Source: an optimization exercise on an open RTL-to-GDS flow (aim: small area). Production flows keep margins and buffers that such runs may drop. The RTL was checked by simulation tests, not by an equivalence proof against the original design.

### flow/flow/run.sh
#!/bin/bash
# Layout flow: the standard ORFS flow (standard.sh), with Yosys's generic synthesis run
# without its intermediate ABC pass (SYNTH_ARGS=-noabc), so that the adder tree written in
# the RTL reaches full-adder extraction as written. Registers, their names and cell types
# are those of the standard synthesis. Each ORFS step writes its own log under
# orfs/logs/; make's own output goes to make.log in this folder.
set -euo pipefail
bash standard.sh SYNTH_ARGS=-noabc finish > make.log 2>&1
### flow/config.mk
export PLATFORM = sky130hd
export DESIGN_NAME = QAM
export DESIGN_NICKNAME = QAM
export VERILOG_FILES = /design/flow/design.v
export SDC_FILE = /design/flow/constraint.sdc
export NUM_CORES = 4
export LEC_CHECK = 0
export ABC_AREA = 1
export CAP_MARGIN = 20
export CORE_MARGIN = 2
export CORE_UTILIZATION = 40
export CTS_CLUSTER_DIAMETER = 300
export CTS_CLUSTER_SIZE = 50
export GPL_TIMING_DRIVEN = 0
export SLEW_MARGIN = 20
### flow/constraint.sdc
create_clock -name core_clock -period 5.0 [get_ports {clk}]
set_input_delay 1.0000 -clock core_clock [delete_from_list [all_inputs] [get_ports {clk}]]
set_output_delay 1.0000 -clock core_clock [all_outputs]
set_load 0.01 [all_outputs]
### flow/standard.sh
#!/bin/bash
# synth_recipe.tcl (not shown) runs the flow's synth.tcl, then flattens the netlist and writes it again
# the make line also repeats each setting of config.mk as NAME=value (left out here)
make -C /OpenROAD-flow-scripts/flow DESIGN_CONFIG=/design/flow/config.mk WORK_HOME=/design/flow/orfs CLKGATE_MAP_FILE= SYNTH_SCRIPT=/design/flow/synth_recipe.tcl "${@:-finish}"
### flow/design.v
`timescale 1ns/10ps
module QAM(clk, rst, en, Din, IFout);
input clk, rst, en;
input Din;
output reg signed [17:0] IFout;
reg ce2;           
reg sm_ctrl;       
reg swap;          
reg [1:0] spc;     
reg sm_i, sm_q;    
reg [3:0] usi;     
reg [3:0] cnt;     
reg [8:0] sym_i, sym_q;  
reg [1:0] mix_cnt;
reg [15:0] acc;    
wire en0 = en & ce2;
wire en1 = sm_ctrl & ce2;
wire en2 = usi[3];
wire [1:0] sw = usi[1:0];
wire load = en2 & (sw == 2'd0);
wire neg = ~mix_cnt[1];                         
wire [8:0] s = mix_cnt[0] ? sym_i : sym_q;      
wire [8:0] x = s ^ {9{neg}};
wire [8:0] v;      
assign v[0] = cnt > 4'd0;
assign v[1] = cnt > 4'd1;
assign v[2] = cnt > 4'd2;
assign v[3] = cnt > 4'd3;
assign v[4] = cnt > 4'd4;
assign v[5] = cnt > 4'd5;
assign v[6] = cnt > 4'd6;
assign v[7] = cnt > 4'd7;
assign v[8] = cnt > 4'd8;
wire [15:0] t0;    
reg [15:0] kz0;
always @(*) begin
  case (sw)
    2'd0: kz0 = 16'd74;
    2'd1: kz0 = 16'd0;
    2'd2: kz0 = 16'd0;
    2'd3: kz0 = 16'd168;
  endcase
end
reg [15:0] kxp0;
always @(*) begin
  case (sw)
    2'd0: kxp0 = 16'd148;
    2'd1: kxp0 = 16'd0;
    2'd2: kxp0 = 16'd0;
    2'd3: kxp0 = 16'd336;
  endcase
end
assign t0 = ({16{~v[0]}} & kz0) | ({16{v[0] & x[0]}} & kxp0);
wire [15:0] t1;    
reg [15:0] kz1;
always @(*) begin
  case (sw)
    2'd0: kz1 = 16'd276;
    2'd1: kz1 = 16'd185;
    2'd2: kz1 = 16'd267;
    2'd3: kz1 = 16'd36;
  endcase
end
reg [15:0] kxp1;
always @(*) begin
  case (sw)
    2'd0: kxp1 = 16'd552;
    2'd1: kxp1 = 16'd0;
    2'd2: kxp1 = 16'd0;
    2'd3: kxp1 = 16'd0;
  endcase
end
reg [15:0] kxn1;
always @(*) begin
  case (sw)
    2'd0: kxn1 = 16'd0;
    2'd1: kxn1 = 16'd370;
    2'd2: kxn1 = 16'd534;
    2'd3: kxn1 = 16'd72;
  endcase
end
assign t1 = ({16{~v[1]}} & kz1) | ({16{v[1] & x[1]}} & kxp1) | ({16{v[1] & ~x[1]}} & kxn1);
wire [15:0] t2;    
reg [15:0] kz2;
always @(*) begin
  case (sw)
    2'd0: kz2 = 16'd238;
    2'd1: kz2 = 16'd233;
    2'd2: kz2 = 16'd278;
    2'd3: kz2 = 16'd713;
  endcase
end
reg [15:0] kxp2;
always @(*) begin
  case (sw)
    2'd0: kxp2 = 16'd0;
    2'd1: kxp2 = 16'd466;
    2'd2: kxp2 = 16'd0;
    2'd3: kxp2 = 16'd0;
  endcase
end
reg [15:0] kxn2;
always @(*) begin
  case (sw)
    2'd0: kxn2 = 16'd476;
    2'd1: kxn2 = 16'd0;
    2'd2: kxn2 = 16'd556;
    2'd3: kxn2 = 16'd1426;
  endcase
end
assign t2 = ({16{~v[2]}} & kz2) | ({16{v[2] & x[2]}} & kxp2) | ({16{v[2] & ~x[2]}} & kxn2);
wire [15:0] t3;    
reg [15:0] kz3;
always @(*) begin
  case (sw)
    2'd0: kz3 = 16'd2598;
    2'd1: kz3 = 16'd1262;
    2'd2: kz3 = 16'd2592;
    2'd3: kz3 = 16'd1730;
  endcase
end
reg [15:0] kxp3;
always @(*) begin
  case (sw)
    2'd0: kxp3 = 16'd0;
    2'd1: kxp3 = 16'd2524;
    2'd2: kxp3 = 16'd5184;
    2'd3: kxp3 = 16'd3460;
  endcase
end
reg [15:0] kxn3;
always @(*) begin
  case (sw)
    2'd0: kxn3 = 16'd5196;
    2'd1: kxn3 = 16'd0;
    2'd2: kxn3 = 16'd0;
    2'd3: kxn3 = 16'd0;
  endcase
end
assign t3 = ({16{~v[3]}} & kz3) | ({16{v[3] & x[3]}} & kxp3) | ({16{v[3] & ~x[3]}} & kxn3);
wire [15:0] t4;    
reg [15:0] kz4;
always @(*) begin
  case (sw)
    2'd0: kz4 = 16'd15958;
    2'd1: kz4 = 16'd9499;
    2'd2: kz4 = 16'd15958;
    2'd3: kz4 = 16'd18584;
  endcase
end
reg [15:0] kxn4;
always @(*) begin
  case (sw)
    2'd0: kxn4 = 16'd31916;
    2'd1: kxn4 = 16'd18998;
    2'd2: kxn4 = 16'd31916;
    2'd3: kxn4 = 16'd37168;
  endcase
end
assign t4 = ({16{~v[4]}} & kz4) | ({16{v[4] & ~x[4]}} & kxn4);
wire [15:0] t5;    
reg [15:0] kz5;
always @(*) begin
  case (sw)
    2'd0: kz5 = 16'd2592;
    2'd1: kz5 = 16'd9499;
    2'd2: kz5 = 16'd2598;
    2'd3: kz5 = 16'd1730;
  endcase
end
reg [15:0] kxp5;
always @(*) begin
  case (sw)
    2'd0: kxp5 = 16'd5184;
    2'd1: kxp5 = 16'd0;
    2'd2: kxp5 = 16'd0;
    2'd3: kxp5 = 16'd3460;
  endcase
end
reg [15:0] kxn5;
always @(*) begin
  case (sw)
    2'd0: kxn5 = 16'd0;
    2'd1: kxn5 = 16'd18998;
    2'd2: kxn5 = 16'd5196;
    2'd3: kxn5 = 16'd0;
  endcase
end
assign t5 = ({16{~v[5]}} & kz5) | ({16{v[5] & x[5]}} & kxp5) | ({16{v[5] & ~x[5]}} & kxn5);
wire [15:0] t6;    
reg [15:0] kz6;
always @(*) begin
  case (sw)
    2'd0: kz6 = 16'd278;
    2'd1: kz6 = 16'd1262;
    2'd2: kz6 = 16'd238;
    2'd3: kz6 = 16'd713;
  endcase
end
reg [15:0] kxp6;
always @(*) begin
  case (sw)
    2'd0: kxp6 = 16'd0;
    2'd1: kxp6 = 16'd2524;
    2'd2: kxp6 = 16'd0;
    2'd3: kxp6 = 16'd0;
  endcase
end
reg [15:0] kxn6;
always @(*) begin
  case (sw)
    2'd0: kxn6 = 16'd556;
    2'd1: kxn6 = 16'd0;
    2'd2: kxn6 = 16'd476;
    2'd3: kxn6 = 16'd1426;
  endcase
end
assign t6 = ({16{~v[6]}} & kz6) | ({16{v[6] & x[6]}} & kxp6) | ({16{v[6] & ~x[6]}} & kxn6);
wire [15:0] t7;    
reg [15:0] kz7;
always @(*) begin
  case (sw)
    2'd0: kz7 = 16'd267;
    2'd1: kz7 = 16'd233;
    2'd2: kz7 = 16'd276;
    2'd3: kz7 = 16'd36;
  endcase
end
reg [15:0] kxp7;
always @(*) begin
  case (sw)
    2'd0: kxp7 = 16'd0;
    2'd1: kxp7 = 16'd466;
    2'd2: kxp7 = 16'd552;
    2'd3: kxp7 = 16'd0;
  endcase
end
reg [15:0] kxn7;
always @(*) begin
  case (sw)
    2'd0: kxn7 = 16'd534;
    2'd1: kxn7 = 16'd0;
    2'd2: kxn7 = 16'd0;
    2'd3: kxn7 = 16'd72;
  endcase
end
assign t7 = ({16{~v[7]}} & kz7) | ({16{v[7] & x[7]}} & kxp7) | ({16{v[7] & ~x[7]}} & kxn7);
reg [15:0] t8;    
always @(*) begin
  case ({sw, x[8], v[8]})
    4'd0: t8 = 16'd43255;
    4'd1: t8 = 16'd43255;
    4'd2: t8 = 16'd43255;
    4'd3: t8 = 16'd43255;
    4'd4: t8 = 16'd43363;
    4'd5: t8 = 16'd43548;
    4'd6: t8 = 16'd43363;
    4'd7: t8 = 16'd43178;
    4'd8: t8 = 16'd43329;
    4'd9: t8 = 16'd43255;
    4'd10: t8 = 16'd43329;
    4'd11: t8 = 16'd43403;
    4'd12: t8 = 16'd41826;
    4'd13: t8 = 16'd41658;
    4'd14: t8 = 16'd41826;
    4'd15: t8 = 16'd41994;
  endcase
end
wire fs1 = t1[0] ^ t2[0] ^ t4[0];
wire fc2 = (t1[0] & t2[0]) | (t1[0] & t4[0]) | (t2[0] & t4[0]);
wire fs3 = t0[1] ^ t1[1] ^ t2[1];
wire fc4 = (t0[1] & t1[1]) | (t0[1] & t2[1]) | (t1[1] & t2[1]);
wire fs5 = t3[1] ^ t4[1] ^ t5[1];
wire fc6 = (t3[1] & t4[1]) | (t3[1] & t5[1]) | (t4[1] & t5[1]);
wire fs7 = t0[2] ^ t1[2] ^ t2[2];
wire fc8 = (t0[2] & t1[2]) | (t0[2] & t2[2]) | (t1[2] & t2[2]);
wire fs9 = t3[2] ^ t4[2] ^ t5[2];
wire fc10 = (t3[2] & t4[2]) | (t3[2] & t5[2]) | (t4[2] & t5[2]);
wire fs11 = t6[2] ^ t7[2] ^ t8[2];
wire fc12 = (t6[2] & t7[2]) | (t6[2] & t8[2]) | (t7[2] & t8[2]);
wire fs13 = t0[3] ^ t1[3] ^ t2[3];
wire fc14 = (t0[3] & t1[3]) | (t0[3] & t2[3]) | (t1[3] & t2[3]);
wire fs15 = t3[3] ^ t4[3] ^ t5[3];
wire fc16 = (t3[3] & t4[3]) | (t3[3] & t5[3]) | (t4[3] & t5[3]);
wire fs17 = t6[3] ^ t7[3] ^ t8[3];
wire fc18 = (t6[3] & t7[3]) | (t6[3] & t8[3]) | (t7[3] & t8[3]);
wire fs19 = t0[4] ^ t1[4] ^ t2[4];
wire fc20 = (t0[4] & t1[4]) | (t0[4] & t2[4]) | (t1[4] & t2[4]);
wire fs21 = t3[4] ^ t4[4] ^ t5[4];
wire fc22 = (t3[4] & t4[4]) | (t3[4] & t5[4]) | (t4[4] & t5[4]);
wire fs23 = t6[4] ^ t7[4] ^ t8[4];
wire fc24 = (t6[4] & t7[4]) | (t6[4] & t8[4]) | (t7[4] & t8[4]);
wire fs25 = t0[5] ^ t1[5] ^ t2[5];
wire fc26 = (t0[5] & t1[5]) | (t0[5] & t2[5]) | (t1[5] & t2[5]);
wire fs27 = t3[5] ^ t4[5] ^ t5[5];
wire fc28 = (t3[5] & t4[5]) | (t3[5] & t5[5]) | (t4[5] & t5[5]);
wire fs29 = t6[5] ^ t7[5] ^ t8[5];
wire fc30 = (t6[5] & t7[5]) | (t6[5] & t8[5]) | (t7[5] & t8[5]);
wire fs31 = t0[6] ^ t1[6] ^ t2[6];
wire fc32 = (t0[6] & t1[6]) | (t0[6] & t2[6]) | (t1[6] & t2[6]);
wire fs33 = t3[6] ^ t4[6] ^ t5[6];
wire fc34 = (t3[6] & t4[6]) | (t3[6] & t5[6]) | (t4[6] & t5[6]);
wire fs35 = t6[6] ^ t7[6] ^ t8[6];
wire fc36 = (t6[6] & t7[6]) | (t6[6] & t8[6]) | (t7[6] & t8[6]);
wire fs37 = t0[7] ^ t1[7] ^ t2[7];
wire fc38 = (t0[7] & t1[7]) | (t0[7] & t2[7]) | (t1[7] & t2[7]);
wire fs39 = t3[7] ^ t4[7] ^ t5[7];
wire fc40 = (t3[7] & t4[7]) | (t3[7] & t5[7]) | (t4[7] & t5[7]);
wire fs41 = t6[7] ^ t7[7] ^ t8[7];
wire fc42 = (t6[7] & t7[7]) | (t6[7] & t8[7]) | (t7[7] & t8[7]);
wire fs43 = t0[8] ^ t1[8] ^ t2[8];
wire fc44 = (t0[8] & t1[8]) | (t0[8] & t2[8]) | (t1[8] & t2[8]);
wire fs45 = t3[8] ^ t4[8] ^ t5[8];
wire fc46 = (t3[8] & t4[8]) | (t3[8] & t5[8]) | (t4[8] & t5[8]);
wire fs47 = t6[8] ^ t7[8] ^ t8[8];
wire fc48 = (t6[8] & t7[8]) | (t6[8] & t8[8]) | (t7[8] & t8[8]);
wire fs49 = t1[9] ^ t2[9] ^ t3[9];
wire fc50 = (t1[9] & t2[9]) | (t1[9] & t3[9]) | (t2[9] & t3[9]);
wire fs51 = t4[9] ^ t5[9] ^ t6[9];
wire fc52 = (t4[9] & t5[9]) | (t4[9] & t6[9]) | (t5[9] & t6[9]);
wire hs53 = t7[9] ^ t8[9];
wire hc54 = t7[9] & t8[9];
wire fs55 = t2[10] ^ t3[10] ^ t4[10];
wire fc56 = (t2[10] & t3[10]) | (t2[10] & t4[10]) | (t3[10] & t4[10]);
wire fs57 = t5[10] ^ t6[10] ^ t8[10];
wire fc58 = (t5[10] & t6[10]) | (t5[10] & t8[10]) | (t6[10] & t8[10]);
wire fs59 = t3[11] ^ t4[11] ^ t5[11];
wire fc60 = (t3[11] & t4[11]) | (t3[11] & t5[11]) | (t4[11] & t5[11]);
wire fs61 = fs1 ^ t5[0] ^ t6[0];
wire fc62 = (fs1 & t5[0]) | (fs1 & t6[0]) | (t5[0] & t6[0]);
wire fs63 = fc2 ^ fs3 ^ fs5;
wire fc64 = (fc2 & fs3) | (fc2 & fs5) | (fs3 & fs5);
wire fs65 = t6[1] ^ t7[1] ^ t8[1];
wire fc66 = (t6[1] & t7[1]) | (t6[1] & t8[1]) | (t7[1] & t8[1]);
wire fs67 = fc4 ^ fc6 ^ fs7;
wire fc68 = (fc4 & fc6) | (fc4 & fs7) | (fc6 & fs7);
wire hs69 = fs9 ^ fs11;
wire hc70 = fs9 & fs11;
wire fs71 = fc8 ^ fc10 ^ fc12;
wire fc72 = (fc8 & fc10) | (fc8 & fc12) | (fc10 & fc12);
wire fs73 = fs13 ^ fs15 ^ fs17;
wire fc74 = (fs13 & fs15) | (fs13 & fs17) | (fs15 & fs17);
wire fs75 = fc14 ^ fc16 ^ fc18;
wire fc76 = (fc14 & fc16) | (fc14 & fc18) | (fc16 & fc18);
wire fs77 = fs19 ^ fs21 ^ fs23;
wire fc78 = (fs19 & fs21) | (fs19 & fs23) | (fs21 & fs23);
wire fs79 = fc20 ^ fc22 ^ fc24;
wire fc80 = (fc20 & fc22) | (fc20 & fc24) | (fc22 & fc24);
wire fs81 = fs25 ^ fs27 ^ fs29;
wire fc82 = (fs25 & fs27) | (fs25 & fs29) | (fs27 & fs29);
wire fs83 = fc26 ^ fc28 ^ fc30;
wire fc84 = (fc26 & fc28) | (fc26 & fc30) | (fc28 & fc30);
wire fs85 = fs31 ^ fs33 ^ fs35;
wire fc86 = (fs31 & fs33) | (fs31 & fs35) | (fs33 & fs35);
wire fs87 = fc32 ^ fc34 ^ fc36;
wire fc88 = (fc32 & fc34) | (fc32 & fc36) | (fc34 & fc36);
wire fs89 = fs37 ^ fs39 ^ fs41;
wire fc90 = (fs37 & fs39) | (fs37 & fs41) | (fs39 & fs41);
wire fs91 = fc38 ^ fc40 ^ fc42;
wire fc92 = (fc38 & fc40) | (fc38 & fc42) | (fc40 & fc42);
wire fs93 = fs43 ^ fs45 ^ fs47;
wire fc94 = (fs43 & fs45) | (fs43 & fs47) | (fs45 & fs47);
wire fs95 = fc44 ^ fc46 ^ fc48;
wire fc96 = (fc44 & fc46) | (fc44 & fc48) | (fc46 & fc48);
wire fs97 = fs49 ^ fs51 ^ hs53;
wire fc98 = (fs49 & fs51) | (fs49 & hs53) | (fs51 & hs53);
wire fs99 = fc50 ^ fc52 ^ hc54;
wire fc100 = (fc50 & fc52) | (fc50 & hc54) | (fc52 & hc54);
wire hs101 = fs55 ^ fs57;
wire hc102 = fs55 & fs57;
wire fs103 = fc56 ^ fc58 ^ fs59;
wire fc104 = (fc56 & fc58) | (fc56 & fs59) | (fc58 & fs59);
wire hs105 = t6[11] ^ t8[11];
wire hc106 = t6[11] & t8[11];
wire fs107 = fc60 ^ t3[12] ^ t4[12];
wire fc108 = (fc60 & t3[12]) | (fc60 & t4[12]) | (t3[12] & t4[12]);
wire fs109 = fc64 ^ fc66 ^ fs67;
wire fc110 = (fc64 & fc66) | (fc64 & fs67) | (fc66 & fs67);
wire fs111 = fc68 ^ hc70 ^ fs71;
wire fc112 = (fc68 & hc70) | (fc68 & fs71) | (hc70 & fs71);
wire fs113 = fc72 ^ fc74 ^ fs75;
wire fc114 = (fc72 & fc74) | (fc72 & fs75) | (fc74 & fs75);
wire fs115 = fc76 ^ fc78 ^ fs79;
wire fc116 = (fc76 & fc78) | (fc76 & fs79) | (fc78 & fs79);
wire fs117 = fc80 ^ fc82 ^ fs83;
wire fc118 = (fc80 & fc82) | (fc80 & fs83) | (fc82 & fs83);
wire fs119 = fc84 ^ fc86 ^ fs87;
wire fc120 = (fc84 & fc86) | (fc84 & fs87) | (fc86 & fs87);
wire fs121 = fc88 ^ fc90 ^ fs91;
wire fc122 = (fc88 & fc90) | (fc88 & fs91) | (fc90 & fs91);
wire fs123 = fc92 ^ fc94 ^ fs95;
wire fc124 = (fc92 & fc94) | (fc92 & fs95) | (fc94 & fs95);
wire fs125 = fc96 ^ fc98 ^ fs99;
wire fc126 = (fc96 & fc98) | (fc96 & fs99) | (fc98 & fs99);
wire fs127 = fc100 ^ hc102 ^ fs103;
wire fc128 = (fc100 & hc102) | (fc100 & fs103) | (hc102 & fs103);
wire fs129 = fc104 ^ hc106 ^ fs107;
wire fc130 = (fc104 & hc106) | (fc104 & fs107) | (hc106 & fs107);
wire fs131 = fc108 ^ t4[13] ^ t5[13];
wire fc132 = (fc108 & t4[13]) | (fc108 & t5[13]) | (t4[13] & t5[13]);
wire fs133 = fs61 ^ t7[0] ^ t8[0];
wire fc134 = (fs61 & t7[0]) | (fs61 & t8[0]) | (t7[0] & t8[0]);
wire fs135 = fc62 ^ fs63 ^ fs65;
wire fc136 = (fc62 & fs63) | (fc62 & fs65) | (fs63 & fs65);
wire hs137 = fs109 ^ hs69;
wire hc138 = fs109 & hs69;
wire fs139 = fc110 ^ fs111 ^ fs73;
wire fc140 = (fc110 & fs111) | (fc110 & fs73) | (fs111 & fs73);
wire fs141 = fc112 ^ fs113 ^ fs77;
wire fc142 = (fc112 & fs113) | (fc112 & fs77) | (fs113 & fs77);
wire fs143 = fc114 ^ fs115 ^ fs81;
wire fc144 = (fc114 & fs115) | (fc114 & fs81) | (fs115 & fs81);
wire fs145 = fc116 ^ fs117 ^ fs85;
wire fc146 = (fc116 & fs117) | (fc116 & fs85) | (fs117 & fs85);
wire fs147 = fc118 ^ fs119 ^ fs89;
wire fc148 = (fc118 & fs119) | (fc118 & fs89) | (fs119 & fs89);
wire fs149 = fc120 ^ fs121 ^ fs93;
wire fc150 = (fc120 & fs121) | (fc120 & fs93) | (fs121 & fs93);
wire fs151 = fc122 ^ fs123 ^ fs97;
wire fc152 = (fc122 & fs123) | (fc122 & fs97) | (fs123 & fs97);
wire fs153 = fc124 ^ fs125 ^ hs101;
wire fc154 = (fc124 & fs125) | (fc124 & hs101) | (fs125 & hs101);
wire fs155 = fc126 ^ fs127 ^ hs105;
wire fc156 = (fc126 & fs127) | (fc126 & hs105) | (fs127 & hs105);
wire fs157 = fc128 ^ fs129 ^ t5[12];
wire fc158 = (fc128 & fs129) | (fc128 & t5[12]) | (fs129 & t5[12]);
wire fs159 = fc130 ^ fs131 ^ 1'b1;
wire fc160 = (fc130 & fs131) | (fc130 & 1'b1) | (fs131 & 1'b1);
wire fs161 = fc132 ^ t4[14] ^ t5[14];
wire fc162 = (fc132 & t4[14]) | (fc132 & t5[14]) | (t4[14] & t5[14]);
wire hs163 = t4[15] ^ 1'b1;
wire [15:0] cpa_a = {fc162, fc160, fc158, fc156, fc154, fc152, fc150, fc148, fc146, fc144, fc142, fc140, hc138, fc136, fc134, fs133};
wire [15:0] cpa_b = {hs163, fs161, fs159, fs157, fs155, fs153, fs151, fs149, fs147, fs145, fs143, fs141, fs139, hs137, fs135, 1'b0};
wire [15:0] cpa_s = cpa_a + cpa_b;
wire [15:0] nxt = {cpa_s[15], cpa_s[14], cpa_s[13], cpa_s[12], cpa_s[11], cpa_s[10], cpa_s[9], cpa_s[8], cpa_s[7], cpa_s[6], cpa_s[5], cpa_s[4], cpa_s[3], cpa_s[2], cpa_s[1], cpa_s[0]};
always @(posedge clk or posedge rst) begin
	if (rst) begin
		ce2 <= 1'b0; sm_ctrl <= 1'b0; swap <= 1'b0; spc <= 2'd0;
		sm_i <= 1'b0; sm_q <= 1'b0;
		usi <= 4'd0; cnt <= 4'd0; sym_i <= 9'd0; sym_q <= 9'd0;
		mix_cnt <= 2'd0; acc <= 16'd0;
	end
	else begin
		ce2 <= ~ce2;
		if (ce2) sm_ctrl <= ~sm_ctrl;
		if (en0) begin
			swap <= ~swap;
			if (!swap) spc[0] <= Din;
			else spc <= {spc[0], Din};
		end
		if (en1) begin
			sm_i <= spc[1];
			sm_q <= spc[0];
		end
		if (!usi[3]) begin
			if (en) usi <= usi + 4'd1;
		end
		else usi[1:0] <= usi[1:0] + 2'd1;
		if (load) begin
			sym_i <= {sym_i[7:0], sm_i};
			sym_q <= {sym_q[7:0], sm_q};
			if (cnt != 4'd9) cnt <= cnt + 4'd1;
		end
		if (en) mix_cnt <= mix_cnt + 2'd1;
		acc <= nxt;
	end
end
always @(*) IFout = {acc[15], acc[15], acc};
endmodule
==> results.yml, run 1 <==
placement:
  portBuffers: 21
  dp_cells: 865
  dpl.hpwl_mm: 13.6
  place_area_um2: 6000
  gp_congestion: 0.994
hold_path:
  min_path_type: "flop to flop"
clocking:
  cts.sinks: 51
  clkTransAtPathRegs_ps: 80
  root_buffer: "clkbuf_16"
  htreeDepth: 2
  cts_buffers: 5
  clkLatencyLatePin_ps: 310
  cts_tree: "done"
  hold_buffers: 0
  clk_path_buf_depth: 2
synthesis:
  synth-edff-count: 0
  synth_area_leaders: "fa_1, dfrtp_1, nand2_1, ha_1, inv_1"
  seq_area_frac_synth: 0.230
  synth_largest_area_cell: "fa_1"
  synthFlopType: "dfrtp_1"
  ys_types: 35
  syn_avg_cell_area_um2: 8.37
  synth_cells: 663
  yosysWarnings: 1
  synth_area_um2: 5550
  synth.net_count: 776
  async_flop_share: 1.00
  yosys.area.top_type_share: 0.274
  ys_ff_latch: 51
global_routing:
  grt_pass1_vias: 4521
  antenna_found_initial: 0
  grt-ovfl-total: 0
  grtUsageTotal: 0.232
  grt_max_degree: 31
  grt_pass1_wl_mm: 25.4
detailed_routing:
  drc_errors: 0
  first_iter_violations: 353
  wl_per_cell_um: 18.4
  dr.pass1.iters: 5
  vias_per_cell: 5.11
  postRouteAntennaNets: 0
  vias: 4459
  routed_wl_mm: 16.1
cells_and_area:
  diodes: 0
  syn_to_final_growth_pct: 13.3
  post_route_cells_drive_above_1_share: 0.0996
  stdcell_count: 873
  design_area_um2: 6290
  fin_nets: 805
timing:
  hold_viol: 0
  maxSlewViolCount: 0
  period_minus_slack_ps: 4760
  fin_crit_sh: 0.952
  clock_skew_ps: 8.30
  rsz0062_at_grt: "no"
  slew-limit-headroom: 0.642
  setup_viol: 0
  max_clock_freq_mhz: 210
  worstMarginPinSlew_ps: 536
critical_path:
  crit_required_ps: 5190
  reg2reg_from: "usi[1]"
  path_class: "flop to flop"
  endpoint: "acc[15]"
  cp_max_fo: 10
  rrSetupSlack_ps: 240
  r2r_cells: 20
  worst-endpoint-arrival_ps: 4950
  reg2reg_to: "acc[15]"
  critPathCaptureType: "flop"
  startpoint_type: "flop"
  crit_start: "usi[1]"
die:
  die_h_um: 122
  core_area_um2: 13700
  die-area_um2: 14800
  ios: 22
  row_count: 43
  die_w_um: 122
  start_util: 0.404
run_status:
  status: "timing/DRC/antenna clean"
job:
  drv_cap: 0
==> flip-flops by register name, summed over array words and instances, names as in the netlist <==
signal   flops
sm_q         1
cnt          4
sm_i         1
usi          4
sym_q        9
spc          2
acc         16
swap         1
sm_ctrl      1
mix_cnt      2
sym_i        9
ce2          1
==> worst min-delay path by stage <==
stage               startpoint       to  cells after the start
floorplan              sm_ctrl  sm_ctrl                      1
global placement       sm_ctrl  sm_ctrl                      1
detailed placement     sm_ctrl  sm_ctrl                      1
CTS                    sm_ctrl  sm_ctrl                      1
global route            usi[2]   usi[2]                      1
finish                  usi[2]   usi[2]                      1
==> synth_stat cells (3+ instances only) <==
| master | number |
|---|---|
| nand2_1 | 187 |
| fa_1 | 76 |
| inv_1 | 76 |
| nor2_1 | 55 |
| dfrtp_1 | 51 |
| o21ai_0 | 43 |
| nand3_1 | 41 |
| ha_1 | 33 |
| xor2_1 | 23 |
| a21oi_1 | 20 |
| clkbuf_1 | 8 |
| nor2_2 | 5 |
| inv_2 | 4 |
| nand4_1 | 4 |
| nor3_1 | 4 |
| o21ai_2 | 4 |
| buf_4 | 3 |
==> cell families (layout without fill, tap and decap cells) <==
family / count (synthesis) / after routing / share of synthesized area
and+or+nand+nor: 303 / 303 / 0.228
muxes: 2 / 2 / 0.00406
xor gates and xnor gates: 25 / 25 / 0.0395
buffers and inverters: 96 / 126 / 0.0699
adders and majority gates: 109 / 109 / 0.349
DFF: 51 / 51 / 0.230
AOI/OAI and AO/OA: 77 / 77 / 0.0803
==> area by class of cell <==
| class | count | area (um2) |
|---|---|---|
| clock buffer | 5 | 125 |
| timing repair buffer | 24 | 245 |
| tap | 180 | 225 |
| sequential | 51 | 1280 |
| inverter | 81 | 313 |
| fill | 1374 | 7430 |
| clock inverter | 3 | 27.5 |
| multi-input combinational | 516 | 3990 |
| buffer | 13 | 86.3 |
==> per-layer routing <==
| layer | part of all wire | GRT usage | vias to the layer above |
|---|---|---|---|
| met2 | 0.43 | 0.347 | 166 |
| met1 | 0.46 | 0.332 | 2123 |
| met3 | 0.079 | 0.0632 | 30 |
| li1 | - | - | 2140 |
| met5 | 0 | 0 | - |
| met4 | 0.026 | 0.0654 | 0 |
==> cell usage in the layout, fill, tap and decap left out, types with 3 or more instances in the layout <==
master and n:
nand2_1 186, nand3_1 39, o21ai_0 41, xor2_1 23, nand4_1 4, buf_4 7, nor2_1 47, fa_1 75
a21oi_1 19, clkdlybuf4s50_1 21, nor2_4 7, inv_2 7, nand3_2 3, dfrtp_1 50, clkbuf_16 5, o21ai_2 4
nor2_2 8, ha_1 30, inv_1 71, clkbuf_1 3
==> timing repair <==
item,4_1_cts,5_1_grt
buffers inserted,1,1
gates resized for setup,13,33
endpoints found under the setup margin,12,10
endpoints found under the hold margin,0,0
pin swaps,1,1
==> critical path, stage by stage (launching register included) <==
cell and delay [ps]:
dfrtp_1 430, buf_2 210, inv_4 120, ha_4 210, buf_4 220, clkinvlp_4 190, nand2_1 140, nand3_1 120
fa_2 550, fa_1 410, fa_1 530, fa_1 410, ha_1 330, nor2_1 160, inv_1 70, nand3_1 90
nand2_1 130, nand2_1 100, nand3_1 70, nand2_1 70, nand2_1 80
==> through the flow <==
step / setup slack [ps] / hold slack [ps] / TNS, ps / utilization
2_1_floorplan: 376 / 441 / 0 / -
3_3_place_gp: -549 / 456 / -4550 / 0.436
3_5_place_dp: -560 / 465 / -4680 / 0.438
4_1_cts: 40.6 / 480 / 0 / 0.451
5_1_grt: 0.149 / 497 / 0 / 0.458
6_report: 241 / 478 / 0 / 0.458
==> run 2: changes to the inputs <==
--- a/flow/config.mk
+++ b/flow/config.mk
@@ -10,6 +10,5 @@
 export CORE_MARGIN = 2
 export CORE_UTILIZATION = 40
-export CTS_CLUSTER_DIAMETER = 300
-export CTS_CLUSTER_SIZE = 50
 export GPL_TIMING_DRIVEN = 0
+export PLACE_DENSITY = 0.85
 export SLEW_MARGIN = 20
==> run 2 against run 1 <==
Effect of this change: clock skew up 6.1 ps; first-iteration DRC count down 2.3%; sequential cell count unchanged; non-clock buffer count up 2; wire length down 9.5%; die area unchanged; count of clock-buffer cells in the layout unchanged; utilization up 0.091 points; global-route usage down 2.1 points; critical path type unchanged.
==> results.yml, run 2 <==
synthesis:
  synth_area_um2: 5550
  ys_ff_latch: 51
  synth.most_common_cell: "nand2_1"
  seq_area_frac_synth: 0.230
  ys_types: 35
  synth.net_count: 776
  synth_largest_area_cell: "fa_1"
  synth_cells: 663
  yosys.area.top_type_share: 0.274
  syn_avg_cell_area_um2: 8.37
  synth-edff-count: 0
  synth_area_leaders: "fa_1, dfrtp_1, nand2_1, ha_1, inv_1"
  yosys-top-cells-count: "nand2_1, fa_1, inv_1"
  async_flop_share: 1.00
  yosysWarnings: 1
  synthFlopType: "dfrtp_1"
critical_path:
  crit_required_ps: 5210
  critPathCaptureType: "flop"
  rrSetupSlack_ps: 230
  reg2reg_from: "usi[1]"
  reg2reg_to: "acc[14]"
  r2r_cells: 20
  startpoint_type: "flop"
  worst-endpoint-arrival_ps: 4970
  cp_max_fo: 8
  path_class: "flop to flop"
global_routing:
  grt_pass1_wl_mm: 23.9
  grt_pass1_vias: 4658
  grtUsageTotal: 0.212
  antenna_found_initial: 0
  grt_max_degree: 36
  grt-ovfl-total: 0
detailed_routing:
  postRouteAntennaNets: 0
  vias: 4625
  routed_wl_mm: 14.5
  drt-met1-wl_mm: 6.05
  met3_length_mm: 1.08
  vias_per_cell: 5.29
  drc_errors: 0
  wl_per_cell_um: 16.6
  wl_met2_mm: 6.82
  first_iter_violations: 345
  top_layer_used: "met4"
  dr.pass1.iters: 5
clocking:
  clk_path_buf_depth: 2
  clkTransAtPathRegs_ps: 90
  cts.sinks: 51
  cts_buffers: 5
  clkLatencyLatePin_ps: 310
  cts_tree: "done"
  root_buffer: "clkbuf_16"
  htreeDepth: 2
cells_and_area:
  nFillCells: 1320
  syn_to_final_growth_pct: 13.5
  fin_nets: 807
  diodes: 0
  final_cell_mix: "nand2_1, fa_1, inv_1"
  top_register: "acc"
  largest_reg_flops: 16
  post_route_cells_drive_above_1_share: 0.0978
  largestRegisters: "acc: 16 flops, sym_i: 9 flops, sym_q: 9 flops"
  layout_commonest_cell: "nand2_1"
hold_path:
  hold_depth: 1
  holdCritStartpoint: "usi[2]"
  holdPathEnd: "usi[2]"
  min_path_type: "flop to flop"
timing:
  worstMarginPinSlew_ps: 630
  period_minus_slack_ps: 4770
  slew-limit-headroom: 0.580
  fin_crit_sh: 0.953
  setup_viol: 0
  hold_viol: 0
  clock_skew_ps: 14.4
  holdWs_ps: 471
  tns_ps: 0
  maxSlewViolCount: 0
  max_clock_freq_mhz: 210
die:
  row_count: 43
  core_area_um2: 13700
  die_h_um: 122
  die_w_um: 122
  die-area_um2: 14800
  ios: 22
  start_util: 0.404
placement:
  gp_congestion: 1.00
  portBuffers: 21
  dpl.hpwl_mm: 11.8
job:
  drv_cap: 0
run_status:
  status: "timing/DRC/antenna clean"
-- run 2: what timing repair did --
action	CTS	global route
pin swaps	1	2
hold buffers	0	0
gates cloned	0	0
gates resized for setup	10	28
hold endpoints to repair	0	0
setup endpoints to repair	12	10
buffers inserted	1	3
-- run 2: metal layers --
metal	GRT usage	vias up
met2	0.344	194
met1	0.285	2250
met4	0.0912	0
li1	-	2142
met3	0.0276	39
met5	0	-
-- run 2: final cells by class --
type	count	area (um2)	area share
clock buffer	5	125	0.0199
inverter	81	305	0.0485
buffer	13	93.8	0.0149
multi-input combinational	516	3980	0.632
tap	180	225	0.0358
sequential	51	1280	0.203
timing repair buffer	26	260	0.0413
clock inverter	3	27.5	0.00437
-- run 2: worst max-delay path, stage by stage, from the launching register on --
cell      delay [ps]
dfrtp_1          410
clkbuf_4         220
inv_2            110
ha_4             210
nor2_2           230
nor2_1           170
nand2_1           90
nand3_1          130
fa_1             540
fa_1             500
fa_1             510
fa_1             420
ha_1             350
nand3_1          100
nand3_1          150
nand2_1           90
nand3_1          150
nand2_1          150
nand2_1           60
nand2_1           50
nand2_1           40
-- run 2: how the worst max path moves through the flow --
stage,from,endpoint,slack (ps),cells past startpoint
2_1_floorplan,usi[1],acc[14],380,21
3_3_place_gp,usi[1],acc[14],-490,18
3_5_place_dp,usi[1],acc[14],-530,18
4_1_cts,usi[1],acc[14],9,18
5_1_grt,usi[1],acc[14],-2,20
6_report,usi[1],acc[14],230,20
-- run 2: cell families after synthesis --
kind of cell    share of synthesized area
compound gates                     0.0803
xor+xnor                           0.0395
flops                               0.230
fa+ha+maj                           0.349
simple gates                        0.228
buf+inv                            0.0699
mux                               0.00406
-- run 2: metrics by stage --
step / utilization / std cells / setup slack, ps / area (um2)
3_5_place_dp: 0.438 / 865 / -535 / 6000
4_1_cts: 0.451 / 873 / 8.85 / 6180
5_1_grt: 0.459 / 875 / -1.59 / 6300
6_report: 0.459 / 875 / 234 / 6300
3_3_place_gp: 0.436 / 864 / -491 / 5980
2_1_floorplan: - / 663 / 376 / 5550
==> run 3: changes to the inputs <==
--- a/flow/config.mk
+++ b/flow/config.mk
@@ -11,4 +11,3 @@
 export CORE_UTILIZATION = 40
 export GPL_TIMING_DRIVEN = 0
-export PLACE_DENSITY = 0.85
 export SLEW_MARGIN = 20
==> run 3 against run 2 <==
Effect of this change: worst hold slack improved by 6.7 ps; design area decreased by 0.20%.
==> results.yml, run 3 <==
timing:
  setup_viol: 0
  fin_ws_ps: 241
  maxSlewViolCount: 0
  rsz0062_at_grt: "no"
  fin_crit_sh: 0.952
  clock_skew_ps: 8.30
  slew-limit-headroom: 0.642
  max_clock_freq_mhz: 210
  period_minus_slack_ps: 4760
  holdWs_ps: 478
  worstMarginPinSlew_ps: 536
  hold_viol: 0
critical_path:
  reg2reg_from: "usi[1]"
  crit_required_ps: 5190
  critPathCaptureType: "flop"
  rrSetupSlack_ps: 240
  path_class: "flop to flop"
  startpoint_type: "flop"
  crit_start: "usi[1]"
  r2r_cells: 20
  worst-endpoint-arrival_ps: 4950
  endpoint: "acc[15]"
  reg2reg_to: "acc[15]"
  cp_max_fo: 10
clocking:
  cts_tree: "done"
  cts_buffers: 5
  hold_buffers: 0
  root_buffer: "clkbuf_16"
  htreeDepth: 2
  clkTransAtPathRegs_ps: 80
  clk_path_buf_depth: 2
  cts.sinks: 51
  clkLatencyLatePin_ps: 310
synthesis:
  synth-edff-count: 0
  yosys.area.top_type_share: 0.274
  ys_types: 35
  yosysWarnings: 1
  syn_avg_cell_area_um2: 8.37
  synth.most_common_cell: "nand2_1"
  seq_area_frac_synth: 0.230
  yosys-top-cells-count: "nand2_1, fa_1, inv_1"
  synth_cells: 663
  synthFlopType: "dfrtp_1"
  synth.net_count: 776
  synth_area_um2: 5550
  async_flop_share: 1.00
  synth_largest_area_cell: "fa_1"
  ys_ff_latch: 51
  synth_area_leaders: "fa_1, dfrtp_1, nand2_1, ha_1, inv_1"
hold_path:
  min_path_type: "flop to flop"
cells_and_area:
  syn_to_final_growth_pct: 13.3
  final_cell_mix: "nand2_1, fa_1, inv_1"
  diodes: 0
  largestRegisters: "acc: 16 flops, sym_i: 9 flops, sym_q: 9 flops"
  top_register: "acc"
  fin_nets: 805
  fin_util: 0.458
  post_route_cells_drive_above_1_share: 0.0996
  largest_reg_flops: 16
  layout_commonest_cell: "nand2_1"
job:
  drv_cap: 0
detailed_routing:
  postRouteAntennaNets: 0
  first_iter_violations: 353
  wl_per_cell_um: 18.4
  drc_errors: 0
  dr.pass1.iters: 5
  vias_per_cell: 5.11
  routed_wl_mm: 16.1
  vias: 4459
die:
  die-area_um2: 14800
  die_w_um: 122
  row_count: 43
  start_util: 0.404
  core_area_um2: 13700
  ios: 22
  die_h_um: 122
placement:
  dpl.hpwl_mm: 13.6
  gp_congestion: 0.994
  place_ws_ps: -560
  portBuffers: 21
global_routing:
  grt_pass1_wl_mm: 25.4
  grt_pass1_vias: 4521
  grt-ovfl-total: 0
  antenna_found_initial: 0
  grtUsageTotal: 0.232
  grt_max_degree: 31
run_status:
  status: "timing/DRC/antenna clean"
==> run 3: cell counts after synthesis <==
No cell type changed its count.
==> run 3: through the flow <==
| step | TNS [ps] | cells | area [um2] |
|---|---|---|---|
| CTS | 0 | 873 | 6190 |
| finish | 0 | 873 | 6290 |
| detailed placement | -4680 | 865 | 6000 |
| global route | 0 | 873 | 6290 |
| global placement | -4550 | 864 | 5980 |
| floorplan | 0 | 663 | 5550 |
==> run 3: area by class of cell <==
class / count / area (um2)
sequential: 51 / 1280
inverter: 81 / 313
fill: 1374 / 7430
buffer: 13 / 86.3
tap: 180 / 225
clock buffer: 5 / 125
multi-input combinational: 516 / 3990
clock inverter: 3 / 27.5
timing repair buffer: 24 / 245
==> run 3: cell families (layout without fill, tap and decap cells) <==
kind of cell,count (synthesis),in the layout,share of synthesized area
buf+inv,96,126,0.0699
compound gates,77,77,0.0803
flops,51,51,0.230
fa+ha+maj,109,109,0.349
xor+xnor,25,25,0.0395
mux,2,2,0.00406
simple gates,303,303,0.228
==> run 3: metal layers <==
layer	part of all wire	GRT usage	vias to the layer above
met4	0.026	0.0654	0
met2	0.43	0.347	166
met3	0.079	0.0632	30
li1	-	-	2140
met5	0	0	-
met1	0.46	0.332	2123
==> run 3: repair_timing <==
item / CTS / global route
endpoints found under the setup margin: 12 / 10
resized for setup: 13 / 33
pin swaps: 1 / 1
endpoints found under the hold margin: 0 / 0
setup buffers: 1 / 1
==> run 3: worst min-delay path by stage <==
| stage | start | to | cells past startpoint |
|---|---|---|---|
| finish | usi[2] | usi[2] | 1 |
| global route | usi[2] | usi[2] | 1 |
| CTS | sm_ctrl | sm_ctrl | 1 |
| detailed placement | sm_ctrl | sm_ctrl | 1 |
| global placement | sm_ctrl | sm_ctrl | 1 |
| floorplan | sm_ctrl | sm_ctrl | 1 |
==> run 3: worst max-delay path, stage by stage, from the launching register on <==
cell and delay (ps):
dfrtp_1 430, buf_2 210, inv_4 120, ha_4 210, buf_4 220, clkinvlp_4 190, nand2_1 140, nand3_1 120
fa_2 550, fa_1 410, fa_1 530, fa_1 410, ha_1 330, nor2_1 160, inv_1 70, nand3_1 90
nand2_1 130, nand2_1 100, nand3_1 70, nand2_1 70, nand2_1 80
==> run 4: changes to the inputs <==
--- a/flow/config.mk
+++ b/flow/config.mk
@@ -10,4 +10,6 @@
 export CORE_MARGIN = 2
 export CORE_UTILIZATION = 40
+export CTS_CLUSTER_DIAMETER = 100
+export CTS_CLUSTER_SIZE = 30
 export GPL_TIMING_DRIVEN = 0
 export SLEW_MARGIN = 20
==> run 4 against run 3 <==
Effect of this change: cell count did not move; area after synthesis is the same; die area is the same; via count unchanged; maximum frequency unchanged; utilization is the same.
==> results.yml, run 4 <==
clocking:
  root_buffer: "clkbuf_16"
  htreeDepth: 2
  clkLatencyLatePin_ps: 310
  cts.sinks: 51
  clkTransAtPathRegs_ps: 80
  clk_path_buf_depth: 2
  cts_buffers: 5
  cts_tree: "done"
timing:
  period_minus_slack_ps: 4760
  fin_crit_sh: 0.952
  slew-limit-headroom: 0.642
  max_clock_freq_mhz: 210
  hold_viol: 0
  maxSlewViolCount: 0
  holdWs_ps: 478
  worstMarginPinSlew_ps: 536
  tns_ps: 0
  clock_skew_ps: 8.30
  setup_viol: 0
  rsz0062_at_grt: "no"
synthesis:
  yosys.area.top_type_share: 0.274
  seq_area_frac_synth: 0.230
  synthFlopType: "dfrtp_1"
  syn_avg_cell_area_um2: 8.37
  yosys-top-cells-count: "nand2_1, fa_1, inv_1"
  ys_ff_latch: 51
  async_flop_share: 1.00
  synth_area_um2: 5550
  synth.most_common_cell: "nand2_1"
  synth_area_leaders: "fa_1, dfrtp_1, nand2_1, ha_1, inv_1"
  synth_cells: 663
  synth.net_count: 776
  ys_types: 35
  synth_largest_area_cell: "fa_1"
  yosysWarnings: 1
  synth-edff-count: 0
cells_and_area:
  largest_reg_flops: 16
  fin_nets: 805
  nFillCells: 1374
  top_register: "acc"
  final_cell_mix: "nand2_1, fa_1, inv_1"
  post_route_cells_drive_above_1_share: 0.0996
  syn_to_final_growth_pct: 13.3
  layout_commonest_cell: "nand2_1"
  largestRegisters: "acc: 16 flops, sym_i: 9 flops, sym_q: 9 flops"
  diodes: 0
die:
  die_h_um: 122
  row_count: 43
  die-area_um2: 14800
  core_area_um2: 13700
  die_w_um: 122
  ios: 22
  start_util: 0.404
placement:
  dpl.hpwl_mm: 13.6
  portBuffers: 21
  gp_congestion: 0.994
detailed_routing:
  postRouteAntennaNets: 0
  wl_per_cell_um: 18.4
  vias_per_cell: 5.11
  drc_errors: 0
  routed_wl_mm: 16.1
  dr.pass1.iters: 5
  first_iter_violations: 353
  vias: 4459
critical_path:
  startpoint_type: "flop"
  cp_max_fo: 10
  worst-endpoint-arrival_ps: 4950
  critPathCaptureType: "flop"
  path_class: "flop to flop"
  crit_required_ps: 5190
  cpMostUsedCell: "nand2_1"
  crit_path_top_delay_cell: "fa_2"
  cp_slowest_stage_delay_ps: 550
  worstPathCellList: "buf_2 -> inv_4 -> ha_4 -> buf_4 -> clkinvlp_4 -> nand2_1 -> nand3_1 -> fa_2 -> fa_1 -> fa_1 -> fa_1 -> ha_1 -> nor2_1 -> inv_1 -> nand3_1 -> nand2_1 -> nand2_1 -> nand3_1 -> nand2_1 -> nand2_1"
global_routing:
  grtUsageTotal: 0.232
  grt_pass1_vias: 4521
  grt_max_degree: 31
  grt-ovfl-total: 0
  antenna_found_initial: 0
  grt_pass1_wl_mm: 25.4
run_status:
  status: "timing/DRC/antenna clean"
hold_path:
  min_path_type: "flop to flop"
job:
  drv_cap: 0
[run 4: cell families (layout without fill, tap and decap cells)]
group | after synthesis | in the layout | share of synthesized area
fa+ha+maj | 109 | 109 | 0.349
buf+inv | 96 | 126 | 0.0699
compound gates | 77 | 77 | 0.0803
xor+xnor | 25 | 25 | 0.0395
mux | 2 | 2 | 0.00406
flops | 51 | 51 | 0.230
simple gates | 303 | 303 | 0.228
[run 4: what timing repair did]
item,4_1_cts,5_1_grt
hold buffers,0,0
setup buffers,1,1
endpoints found under the setup margin,12,10
cloned,0,0
hold endpoints to repair,0,0
resized for setup,13,33
pin swaps,1,1
[run 4: per-layer routing]
layer | track usage | vias to the layer above | wire [um]
met3 | 0.0632 | 30 | 1270
met4 | 0.0654 | 0 | 425
li1 | - | 2140 | -
met5 | 0 | - | 0
met1 | 0.332 | 2123 | 7420
met2 | 0.347 | 166 | 6970
[run 4: path summary, 6_finish.rpt]
| path | cells after the start | from | endpoint | slack [ps] |
|---|---|---|---|---|
| min | 1 | usi[2] | usi[2] | 480 |
| min reg2reg | 1 | usi[2] | usi[2] | 480 |
| min in group asynchronous | 2 | rst | sym_q[3] | 1050 |
| max | 20 | usi[1] | acc[15] | 240 |
| max reg2reg | 20 | usi[1] | acc[15] | 240 |
| max in group asynchronous | 3 | rst | cnt[0] | 3390 |
[run 4: per-stage QoR]
step	utilization	worst slack, ps	std cells	area [um2]
finish	0.458	241	873	6290
CTS	0.451	40.6	873	6190
detailed placement	0.438	-560	865	6000
global route	0.458	0.149	873	6290
floorplan	-	376	663	5550
global placement	0.436	-549	864	5980
[run 4: area by class of cell]
class,count,area (um2),area share
clock buffers,5,125,0.0199
clock inverters,3,27.5,0.00438
well taps,180,225,0.0358
multi-input cells,516,3990,0.634
plain buffers,13,86.3,0.0137
repair buffers,24,245,0.0390
flip-flops and latches,51,1280,0.203
inverters,81,313,0.0498
[run 4: critical path, delay by kind of cell, from the launching register on]
kind          cells  cell delay [ps]
buf+inv           5              810
simple gates      9              960
fa+ha+maj         6             2440
flops             1              430
==> run 5: changes to the inputs <==
--- a/flow/config.mk
+++ b/flow/config.mk
@@ -6,10 +6,8 @@
 export NUM_CORES = 4
 export LEC_CHECK = 0
-export ABC_AREA = 1
+export ABC_AREA = 0
 export CAP_MARGIN = 20
 export CORE_MARGIN = 2
 export CORE_UTILIZATION = 40
-export CTS_CLUSTER_DIAMETER = 100
-export CTS_CLUSTER_SIZE = 30
 export GPL_TIMING_DRIVEN = 0
 export SLEW_MARGIN = 20
==> run 5 against run 4 <==
Effect of this change: maximum frequency decreased by 3.1%; via count increased by 1.2%; highest routed layer unchanged; sequential cell count unchanged; non-clock buffer count increased by 47; register-to-register slack got worse by 150 ps; utilization increased by 8.1 points; worst setup slack got worse by 150 ps; worst hold slack got worse by 6.6 ps; wire length increased by 0.98%.
==> results.yml, run 5 <==
placement:
  dp_cells: 752
  portBuffers: 20
  dpl.hpwl_mm: 12.1
  gp_congestion: 1.00
clocking:
  cts_tree: "done"
  htreeDepth: 2
  root_buffer: "clkbuf_16"
  clkTransAtPathRegs_ps: 90
  clk_path_buf_depth: 2
  clkLatencyLatePin_ps: 330
  cts_buffers: 5
  hold_buffers: 0
  cts.sinks: 51
synthesis:
  synthAdderAreaFrac: 0.350
  async_flop_share: 1.00
  synth_largest_area_cell: "fa_1"
  synthSimpleGateAreaFrac: 0.117
  synth_area_leaders: "fa_1, dfrtp_1, ha_1, mux2_2, o21ai_0"
  yosys-top-cells-count: "fa_1, dfrtp_1, nor2_1"
  synth-edff-count: 0
  yosys.area.top_type_share: 0.274
  yosysWarnings: 1
  synthMuxAreaShare: 0.0764
  synth_compound_area_frac: 0.129
  synthFlopType: "dfrtp_1"
  synth_top_family_by_area: "adder cells"
  synth_cells: 551
  seq_area_frac_synth: 0.230
  synth_area_um2: 5550
  synth.most_common_cell: "fa_1"
  synth.net_count: 664
  synth_xor_xnor_area_share: 0.0545
  syn_avg_cell_area_um2: 10.1
  ys_types: 54
  ys_ff_latch: 51
cells_and_area:
  largest_reg_flops: 16
  syn_to_final_growth_pct: 33.3
  post_route_cells_drive_above_1_share: 0.401
  nFillCells: 1187
  diodes: 0
  fin_nets: 728
  final_cell_mix: "fa_1, dfrtp_1, buf_4"
  top_register: "acc"
  stdcell_count: 796
  layout_commonest_cell: "fa_1"
  largestRegisters: "acc: 16 flops, sym_i: 9 flops, sym_q: 9 flops"
detailed_routing:
  vias: 4514
  routed_wl_mm: 16.2
  vias_per_cell: 5.67
  postRouteAntennaNets: 0
  drc_errors: 0
  dr.pass1.iters: 4
  first_iter_violations: 322
  wl_per_cell_um: 20.4
global_routing:
  met2_usage: 0.367
  use_met1: 0.292
  use_met3: 0.0440
  grt_max_degree: 36
  grt-ovfl-total: 0
  grtUsageTotal: 0.228
  grt_pass1_wl_mm: 25.3
  busiest_layer: "met2"
  grt_pass1_vias: 4608
  antenna_found_initial: 0
timing:
  rsz0062_at_grt: "yes"
  worstMarginPinSlew_ps: 562
  slew-limit-headroom: 0.624
  maxSlewViolCount: 0
  hold_viol: 0
  period_minus_slack_ps: 4910
  max_clock_freq_mhz: 204
  clock_skew_ps: 19.3
  fin_crit_sh: 0.982
  setup_viol: 0
critical_path:
  worst-endpoint-arrival_ps: 5120
  worstPathCellList: "buf_12 -> mux2i_4 -> xor2_2 -> buf_4 -> o31a_1 -> o21ai_2 -> fa_2 -> fa_2 -> fa_1 -> fa_1 -> ha_4 -> and3_4 -> nand3b_1 -> a31oi_4 -> mux2i_1 -> o311ai_1"
  crit_required_ps: 5210
  crit_path_top_delay_cell: "fa_1"
  cp_slowest_stage_delay_ps: 520
  critPathCaptureType: "flop"
  path_class: "flop to flop"
  crit_buf_inv: 2
  crit_family: "adder cells"
  startpoint_type: "flop"
  cp_max_fo: 5
die:
  die_w_um: 122
  row_count: 43
  ios: 22
  core_area_um2: 13700
  start_util: 0.405
  die_h_um: 122
  die-area_um2: 14800
run_status:
  status: "timing/DRC/antenna clean"
hold_path:
  min_path_type: "flop to flop"
job:
  drv_cap: 0
[run 5: through the flow]
| stage | hold slack [ps] | setup slack, ps | setup TNS [ps] | util | cell area (um2) |
|---|---|---|---|---|---|
| 4_1_cts | 477 | 0.0178 | 0 | 0.500 | 6870 |
| 3_3_place_gp | 460 | -724 | -4770 | 0.437 | 5990 |
| 6_report | 472 | 89.6 | 0 | 0.540 | 7400 |
| 3_5_place_dp | 462 | -792 | -5510 | 0.438 | 6010 |
| 2_1_floorplan | 441 | 65.6 | 0 | - | 5570 |
| 5_1_grt | 517 | -66.7 | -195 | 0.540 | 7400 |
[run 5: kinds of logic after synthesis]
family | count (synthesis)
simple gates | 143
mux | 39
fa+ha+maj | 110
compound gates | 121
xor+xnor | 32
flops | 51
buf+inv | 55
[run 5: worst paths after layout]
path	start	endpoint	slack, ps	depth (start not counted)
setup / recovery	mix_cnt[0]	acc[14]	90	16
hold / removal	usi[2]	usi[2]	470	1
setup reg to reg	mix_cnt[0]	acc[14]	90	16
hold reg to reg	usi[2]	usi[2]	470	1
max in group asynchronous	rst	usi[0]	3460	3
min in group asynchronous	rst	acc[15]	980	2
[run 5: what timing repair did]
action,in CTS,in global routing
resized for setup,143,94
setup buffers,16,21
endpoints found under the setup margin,11,8
gates cloned,1,0
pin swaps,27,57
[run 5: per-layer routing]
metal	share of wire	up-vias
li1	-	1997
met1	0.39	2257
met2	0.47	197
met3	0.073	63
met4	0.062	0
met5	0	-
[run 5: final cells by class]
| class | count | area [um2] | area share |
|---|---|---|---|
| Tap cell | 180 | 225 | 0.0304 |
| Clock inverter | 3 | 27.5 | 0.00372 |
| Sequential cell | 51 | 1280 | 0.173 |
| Clock buffer | 5 | 125 | 0.0169 |
| Inverter | 28 | 108 | 0.0145 |
| Buffer | 25 | 204 | 0.0276 |
| Timing Repair Buffer | 59 | 542 | 0.0732 |
| Multi-Input combinational cell | 445 | 4890 | 0.661 |
==> run 6: changes to the inputs <==
--- a/flow/config.mk
+++ b/flow/config.mk
@@ -6,8 +6,10 @@
 export NUM_CORES = 4
 export LEC_CHECK = 0
-export ABC_AREA = 0
+export ABC_AREA = 1
 export CAP_MARGIN = 20
 export CORE_MARGIN = 2
-export CORE_UTILIZATION = 40
+export CORE_UTILIZATION = 60
+export CTS_BUF_LIST = sky130_fd_sc_hd__clkbuf_8
 export GPL_TIMING_DRIVEN = 0
+export PLACE_DENSITY = 0.8
 export SLEW_MARGIN = 20
==> run 6 against run 5 <==
Effect of this change: still clean; worst hold slack about the same; design area down 17%; cell count up 1.4%; synthesized cell count up 20%; sequential share of layout area up 3.4 points; worst setup slack better by 99 ps; critical path depth up 4.
==> results.yml, run 6 <==
run_status:
  status: "timing/DRC/antenna clean"
cells_and_area:
  largest_reg_flops: 16
  stdcell_count: 807
  top_register: "acc"
  post_route_cells_drive_above_1_share: 0.0948
  diodes: 0
  largestRegisters: "acc: 16 flops, sym_i: 9 flops, sym_q: 9 flops"
  layout_commonest_cell: "nand2_1"
  syn_to_final_growth_pct: 11.0
  final_cell_mix: "nand2_1, fa_1, inv_1"
  fin_nets: 808
  design_area_um2: 6160
  nFillCells: 765
placement:
  gp_congestion: 1.04
  dp_cells: 796
  portBuffers: 21
  dpl.hpwl_mm: 12.5
  place_area_um2: 5920
timing:
  hold_viol: 0
  max_clock_freq_mhz: 208
  worstMarginPinSlew_ps: 643
  fin_crit_sh: 0.962
  slew-limit-headroom: 0.571
  maxSlewViolCount: 0
  period_minus_slack_ps: 4810
  clock_skew_ps: 9.25
  setup_viol: 0
synthesis:
  syn_avg_cell_area_um2: 8.37
  yosys-top-cells-count: "nand2_1, fa_1, inv_1"
  yosys.area.top_type_share: 0.274
  synth_top_family_by_area: "adder cells"
  synth_cells: 663
  synth-edff-count: 0
  synthSimpleGateAreaFrac: 0.228
  synth.most_common_cell: "nand2_1"
  synth_xor_xnor_area_share: 0.0395
  ys_types: 35
  synthFlopType: "dfrtp_1"
  ys_ff_latch: 51
  synth_area_um2: 5550
  synth_area_leaders: "fa_1, dfrtp_1, nand2_1, ha_1, inv_1"
  seq_area_frac_synth: 0.230
  synthMuxAreaShare: 0.00406
  synth.net_count: 776
  yosysWarnings: 1
  synth_compound_area_frac: 0.0803
  async_flop_share: 1.00
  synth_largest_area_cell: "fa_1"
  synthAdderAreaFrac: 0.349
global_routing:
  busiest_layer: "met2"
  grt_pass1_wl_mm: 24.3
  grtUsageTotal: 0.323
  antenna_found_initial: 0
  use_met3: 0.0446
  met2_usage: 0.509
  use_met1: 0.481
  grt_max_degree: 33
  grt-ovfl-total: 0
  grt_pass1_vias: 4541
detailed_routing:
  drc_errors: 0
  routed_wl_mm: 15.1
  dr.pass1.iters: 5
  vias: 4579
  postRouteAntennaNets: 0
  wl_per_cell_um: 18.8
  first_iter_violations: 362
  vias_per_cell: 5.67
critical_path:
  crit_start: "usi[1]"
  r2r_cells: 20
  reg2reg_to: "acc[15]"
  cp_slowest_stage_delay_ps: 540
  rrSetupSlack_ps: 190
  endpoint: "acc[15]"
  critPathCaptureType: "flop"
  crit_path_top_delay_cell: "fa_1"
  cp_max_fo: 10
  crit_buf_inv: 5
  cpMostUsedCell: "fa_1"
  worstPathCellList: "clkbuf_4 -> clkinvlp_4 -> ha_2 -> clkbuf_4 -> inv_1 -> nand3_2 -> o21ai_0 -> fa_1 -> fa_1 -> fa_1 -> fa_1 -> ha_1 -> nor2_1 -> inv_1 -> nand3_1 -> nand2_2 -> nand2_1 -> nand3_1 -> nand2_1 -> nand2_1"
  reg2reg_from: "usi[1]"
  critical_path_depth: 20
  startpoint_type: "flop"
  crit_required_ps: 5230
  crit_family: "adder cells"
  worst-endpoint-arrival_ps: 5040
  path_class: "flop to flop"
die:
  ios: 22
  start_util: 0.609
  die_w_um: 100
  die-area_um2: 10000
  die_h_um: 100
  core_area_um2: 9110
  row_count: 35
clocking:
  cts_tree: "done"
  clkTransAtPathRegs_ps: 110
  cts.sinks: 51
  clk_path_buf_depth: 2
  root_buffer: "clkbuf_8"
  hold_buffers: 0
  clkLatencyLatePin_ps: 320
  cts_buffers: 5
  htreeDepth: 2
hold_path:
  min_path_type: "flop to flop"
  holdCritStartpoint: "sm_ctrl"
  hold_depth: 1
job:
  drv_cap: 0
[run 6: cell types whose count changed in the layout (fill, tap and decap cells not counted), moves of 21 or more]
cell	before	now
fa_1	51	76
nand3_1	9	40
fa_2	25	0
inv_1	21	72
o21ai_0	20	41
mux2_2	24	2
nand2_1	36	185
buf_4	39	8
[run 6: routing by layer]
layer,routed length (um),vias to the layer above,part of all wire
met5,0,-,0
met4,244,0,0.016
met3,1270,19,0.084
met2,7000,189,0.46
met1,6630,2232,0.44
li1,-,2139,-
[run 6: cell type report]
cell class | instances | area (um2) | area share
buffer | 13 | 93.8 | 0.0152
clock buffer | 5 | 68.8 | 0.0112
clock inverter | 3 | 27.5 | 0.00447
inverter | 81 | 310 | 0.0504
multi-input combinational | 516 | 3980 | 0.645
sequential | 51 | 1280 | 0.207
tap | 111 | 139 | 0.0225
timing repair buffer | 27 | 268 | 0.0435
[run 6: per-stage QoR]
| stage | TNS, ps | hold slack, ps | util | worst slack, ps |
|---|---|---|---|---|
| 6_report | 0 | 471 | 0.676 | 188 |
| 5_1_grt | -63.5 | 499 | 0.676 | -44.6 |
| 4_1_cts | 0 | 476 | 0.664 | 4.42 |
| 3_5_place_dp | -5040 | 457 | 0.650 | -581 |
| 3_3_place_gp | -3910 | 454 | 0.647 | -484 |
| 2_1_floorplan | 0 | 441 | - | 376 |
[run 6: kinds of logic after synthesis]
family | count (synthesis)
buffers and inverters | 96
xor gates and xnor gates | 25
AOI/OAI and AO/OA | 77
adders and majority gates | 109
and+or+nand+nor | 303
DFF | 51
muxes | 2
[run 6: what timing repair did]
action / CTS / global route
endpoints found under the setup margin: 12 / 10
buffers inserted: 1 / 4
resized for setup: 10 / 29
pin swaps: 1 / 2
[run 6: how the worst min path moves through the flow]
stage / slack (ps) / end
final: 470 / sm_ctrl
after global placement: 450 / sm_ctrl
after detailed placement: 460 / sm_ctrl
after CTS: 480 / sm_ctrl
after global routing: 500 / sm_ctrl
after floorplan: 440 / sm_ctrl
[run 6: worst reg2reg max path: stages, from the launching register on]
cell and delay, ps:
dfrtp_1 380, clkbuf_4 210, clkinvlp_4 160, ha_2 240
clkbuf_4 220, inv_1 170, nand3_2 140, o21ai_0 160
fa_1 540, fa_1 440, fa_1 540, fa_1 410
ha_1 330, nor2_1 160, inv_1 70, nand3_1 110
nand2_2 120, nand2_1 80, nand3_1 100, nand2_1 90
nand2_1 50

==> what the ideal ports hide <==
Ports are ideal in the flow. The routed layouts listed here were re-timed in OpenROAD.
Step 1 (the two cells are an assumption about what drives the block):
set clk [get_ports {clk}]
set_driving_cell -lib_cell sky130_fd_sc_hd__clkbuf_16 $clk
set_driving_cell -lib_cell sky130_fd_sc_hd__buf_2 [delete_from_list [all_inputs] $clk]
Step 2 also shifts input and output timing later by t, the mid clock arrival at the registers, as if the neighbouring blocks saw the same clock.
Three values: no drivers, after step 1, after step 2; two values: the first two.
run | shift t [ns] | setup WS [ns] | hold slack, ns | worst register clock-pin slew, ns
run 1 | 0.343 | 0.241 / 0.241 / 0.241 | 0.478 / 0.478 / 0.478 | 0.08 / 0.08
run 2 | 0.345 | 0.234 / 0.234 / 0.234 | 0.471 / 0.471 / 0.471 | 0.09 / 0.09
run 3 | 0.343 | 0.241 / 0.241 / 0.241 | 0.478 / 0.478 / 0.478 | 0.08 / 0.08
run 4 | 0.343 | 0.241 / 0.241 / 0.241 | 0.478 / 0.478 / 0.478 | 0.08 / 0.08
run 5 | 0.357 | 0.090 / 0.090 / 0.090 | 0.472 / 0.472 / 0.472 | 0.09 / 0.09
run 6 | 0.349 | 0.188 / 0.188 / 0.188 | 0.471 / 0.471 / 0.471 | 0.11 / 0.11
After both steps setup and hold are still met in every run listed.
